From an optimization exercise on the open Yosys and OpenROAD flow, aimed at small area and a short achievable clock period; shortcuts taken in it are not production practice. No functional check of the RTL was part of this run.

==> flow/design.v <==
`timescale 1ns/1ps
module fir(
	input			clk_100k,
	input			rst_n,
	input 	signed [8:0]	samp_in,
	output 	signed [8:0]	fir_out	
);
wire	signed [15:0]	b[0:20];
reg	signed [8:0]	samp[0:20]; 
wire signed [24:0]	mult[0:20];
wire signed [33:0]	sum;
assign b[0] = 16'h0312;
assign b[1] = 16'h03F8;
assign b[2] = 16'h0694;
assign b[3] = 16'h0AAD;
assign b[4] = 16'h0FE6;
assign b[5] = 16'h15BC;
assign b[6] = 16'h1B9F;
assign b[7] = 16'h20F9;
assign b[8] = 16'h2539;
assign b[9] = 16'h27F6;
assign b[10] = 16'h28E9;
assign b[11] = 16'h27F6;
assign b[12] = 16'h2539;
assign b[13] = 16'h20F9;
assign b[14] = 16'h1B9F;
assign b[15] = 16'h15BC;
assign b[16] = 16'h0FE6;
assign b[17] = 16'h0AAD;
assign b[18] = 16'h0694;
assign b[19] = 16'h03F8;
assign b[20] = 16'h0312;
integer i;
always @(posedge clk_100k or negedge rst_n) begin
	if(!rst_n) begin
		for(i=20;i>=0;i=i-1)begin
			samp[i] <= 0;
		end
	end
	else begin  
		for(i=20;i>0;i=i-1)begin
			samp[i] <= samp[i-1];
		end
		samp[0] <= samp_in;
	end
end
genvar j;
for(j=0;j<=20;j=j+1)begin
	assign mult[j] = $signed(samp[j])*$signed(b[j]);
end
assign sum = mult[0]+mult[1]+mult[2]+mult[3]+mult[4]+mult[5]+mult[6]+mult[7]+mult[8]+mult[9]+mult[10]+mult[11]+mult[12]+mult[13]+mult[14]+mult[15]+mult[16]+mult[17]+mult[18]+mult[19]+mult[20];
assign fir_out = sum[24:16];
endmodule
==> flow/run.sh <==
#!/bin/bash
# synth_recipe.tcl (not shown) runs the flow's synth.tcl, then flattens the netlist and writes it again
# the make line also repeats each setting of config.mk as NAME=value (left out here)
make -C /OpenROAD-flow-scripts/flow DESIGN_CONFIG=/design/flow/config.mk WORK_HOME=/design/flow/orfs CLKGATE_MAP_FILE= SYNTH_SCRIPT=/design/flow/synth_recipe.tcl finish
==> flow/config.mk <==
export PLATFORM = sky130hd
export DESIGN_NAME = fir
export DESIGN_NICKNAME = fir
export VERILOG_FILES = /design/flow/design.v
export SDC_FILE = /design/flow/constraint.sdc
export NUM_CORES = 4
export LEC_CHECK = 0
export CAP_MARGIN = 20
export CORE_MARGIN = 2
export CORE_UTILIZATION = 40
export SLEW_MARGIN = 20
==> flow/constraint.sdc <==
create_clock -name core_clock -period 16.0 [get_ports {clk_100k}]
set_input_delay 3.2000 -clock core_clock [delete_from_list [all_inputs] [get_ports {clk_100k}]]
set_output_delay 3.2000 -clock core_clock [all_outputs]
set_load 0.01 [all_outputs]
==> impl_metrics.toml <==
[floorplan]
initial_utilization_pct = 40.24
row_count = 134
fp.coreArea_sq_mm = 0.1333
die-width_um = 370.2
io_pins = 20
die_y_um = 370.2
die_area_sq_mm = 0.1370

[final_layout]
layout_commonest_cell = "inv_1"
n_antenna_cell = 0
reg_top3 = "samp x189"
postLayoutCellArea_sq_mm = 0.05789
largest_reg_flops = 189
fin_nets = 7393
drive_gt1_share_pct = 5.871
top_register = "samp"
mostFrequentLayoutCells = "inv_1 (1569), ha_1 (1151), fa_1 (1081)"
area_growth_pct = 7.946

[hold_path]
hp-start = "samp[15][5]"
hold_path_end = "samp[16][5]"
hold_depth = 0
hold_path.class = "reg2reg"

[synthesis]
yosysWarnings = 2
ys_seq_elements = 189
async_reset_ff_share_pct = 100.0
syn_inst = 4978
syn_nets = 7272
ys_types = 71
seq_area_frac_synth_pct = 8.819
synth_enable_flop_cells = 0
syn_area_sq_mm = 0.05363
synth.avg_cell_area_sq_um = 10.77
synthFlopType = "dfrtp_1"

[timing]
rsz0062_at_grt = "yes"
post-route-period-util_pct = 98.01
maxSlewHeadroom_pct = 40.88
fmax_mhz = 63.77
min_period_ns = 15.68
hold_viol = 0
final-max-slew-violation-count = 0
clock_skew_ns = 0.02130
worst_pin_slew_ns = 0.8868
setup_viol = 0
fin_ws_ns = 0.3187
fin_tns_setup_ns = 0

[cts]
cts_made_buffers = 17
clock_sink_count = 189
clkTransAtPathRegs_ns = 0.09
cts-root-buf = "clkbuf_16"
h-tree-depth = 4
worstSkewPairLatency_ns = 0.53
clockBufferDepth = 2
cts_tree = "built"
cts_hold_buf = 0

[placed_design]
place_ws_ns = 0.003388
hpwl_um = 124700
place.gp.congestion = 0.9308
placed_area_sq_mm = 0.05634
portBuffers = 19

[drt]
ant_nets = 0
vias_per_cell = 4.805
drc = 0
vias = 33050
wl_um = 137700
dr.pass1.iters = 5
wire_per_inst_um = 20.02
drt_iter0_drc = 1718

[setup_path]
r2r_start = "samp[10][1]"
critPathTopFamily = "adder cells"
critPathMaxFanout = 4
path_buf_inv = 10
rrSetupSlack_ns = 14.89
r2r-end = "samp[11][1]"
crit_top_cell = "fa_1"
cp.depth = 40
slowest_stage = "fa_2"
ff2ff_path_depth = 0
startpoint_type = "flip-flop"
slowest_delay_ns = 0.65
end_kind = "output port"
cp.required_ns = 12.80
worstSetupPathType = "reg2out"
crit_arrival_ns = 12.48

[global_route]
gr-total-overflow = 0
grt_first_pass_wirelength_um = 216100
grt_max_degree = 77
track_usage_pct = 21.19
grt_pass1_vias = 36630
antenna_found_initial = 6

[job]
maxCapViolCount = 0

[outcome]
status = "no timing/DRC/antenna violations"
## area by class of cell
type / count / area [sq um]
tap: 1768 / 2212
multi-input combinational: 3204 / 43550
sequential: 189 / 4756
fill: 12690 / 75400
inverter: 1579 / 5938
clock buffer: 17 / 425.4
clock inverter: 13 / 133.9
timing repair buffer: 108 / 873.3
## through the flow
step / std cells / hold slack [ns] / utilization (%)
floorplan: 4978 / 0.4030 / -
global placement: 6805 / 0.4883 / 42.27
detailed placement: 6805 / 0.4932 / 42.27
CTS: 6840 / 0.5144 / 42.77
global route: 6878 / 0.4482 / 43.43
finish: 6878 / 0.4379 / 43.43
## cells in the mapped netlist, types with 19 or more instances
cell type     n  area share, %
xor2_1       87            1.4
ha_1       1175             27
inv_1      1579             11
a21o_1       58           0.81
nor2_1       85           0.59
nand2b_1     21           0.24
nand2_1      58           0.41
nor2b_1      20           0.23
xnor2_1     118            1.9
o21ai_0      54           0.50
or2_2        27           0.31
nand3_1      26           0.24
fa_1       1108             41
dfrtp_1     189            8.8
a21oi_1     127            1.2
o21a_1       30           0.42
nor3_1       19           0.18
## how the worst max path moves through the flow
stage	from	end
4_1_cts	samp[4][0]	fir_out[7]
5_1_grt	samp[4][2]	fir_out[7]
6_report	samp[9][0]	fir_out[8]
2_1_floorplan	samp[9][0]	fir_out[8]
3_5_place_dp	samp[9][0]	fir_out[7]
3_3_place_gp	samp[9][0]	fir_out[8]
## cells by family after synthesis
family                   Yosys count  share of synthesized area (%)
flip-flops                       189                          8.819
buffers and inverters           1585                          11.12
AND/OR/NAND/NOR                  316                          2.965
XOR/XNOR                         205                          3.348
AO/OA/AOI/OAI                    392                          4.820
multiplexers                       7                         0.1330
adder cells (fa/ha/maj)         2284                          68.79
## layer usage
| layer | GRT usage, % | vias up | wire length, um |
|---|---|---|---|
| met5 | 0 | - | 0 |
| met4 | 5.261 | 0 | 3825 |
| met3 | 2.681 | 134 | 5959 |
| met2 | 35.48 | 638 | 65890 |
| met1 | 29.06 | 16870 | 62010 |
| li1 | - | 15410 | - |
## repair_timing
item                                   CTS  global route
setup endpoints to repair                8             9
resized for setup                       20           144
buffers inserted                         5            38
endpoints found under the hold margin    0             0
pin swaps                                6            71

what the ideal ports hide:
Ports are ideal in the flow. The routed layout listed here was re-timed in OpenROAD.
Step 1: set_driving_cell puts a clkbuf_16 on clk_100k and a buf_2 on each other input, an assumption about the parent block.
Step 2 times the ports against the registers' clock, not the clock port: input delays grow and output delays shrink by t, the midpoint of the rising clock arrivals with the driver on.
a / b / c = no drivers / after step 1 / after step 2; a / b = the first two.
t, ns: 0.589
setup WS [ns]: 0.319 / 0.245 / 0.835
slew at the worst register clock pin (ns): 0.09 / 0.09
After both steps this run still meets setup and hold. For this run, drivers alone change the setup slack by -0.074 ns; drivers and shift together by +0.516 ns.
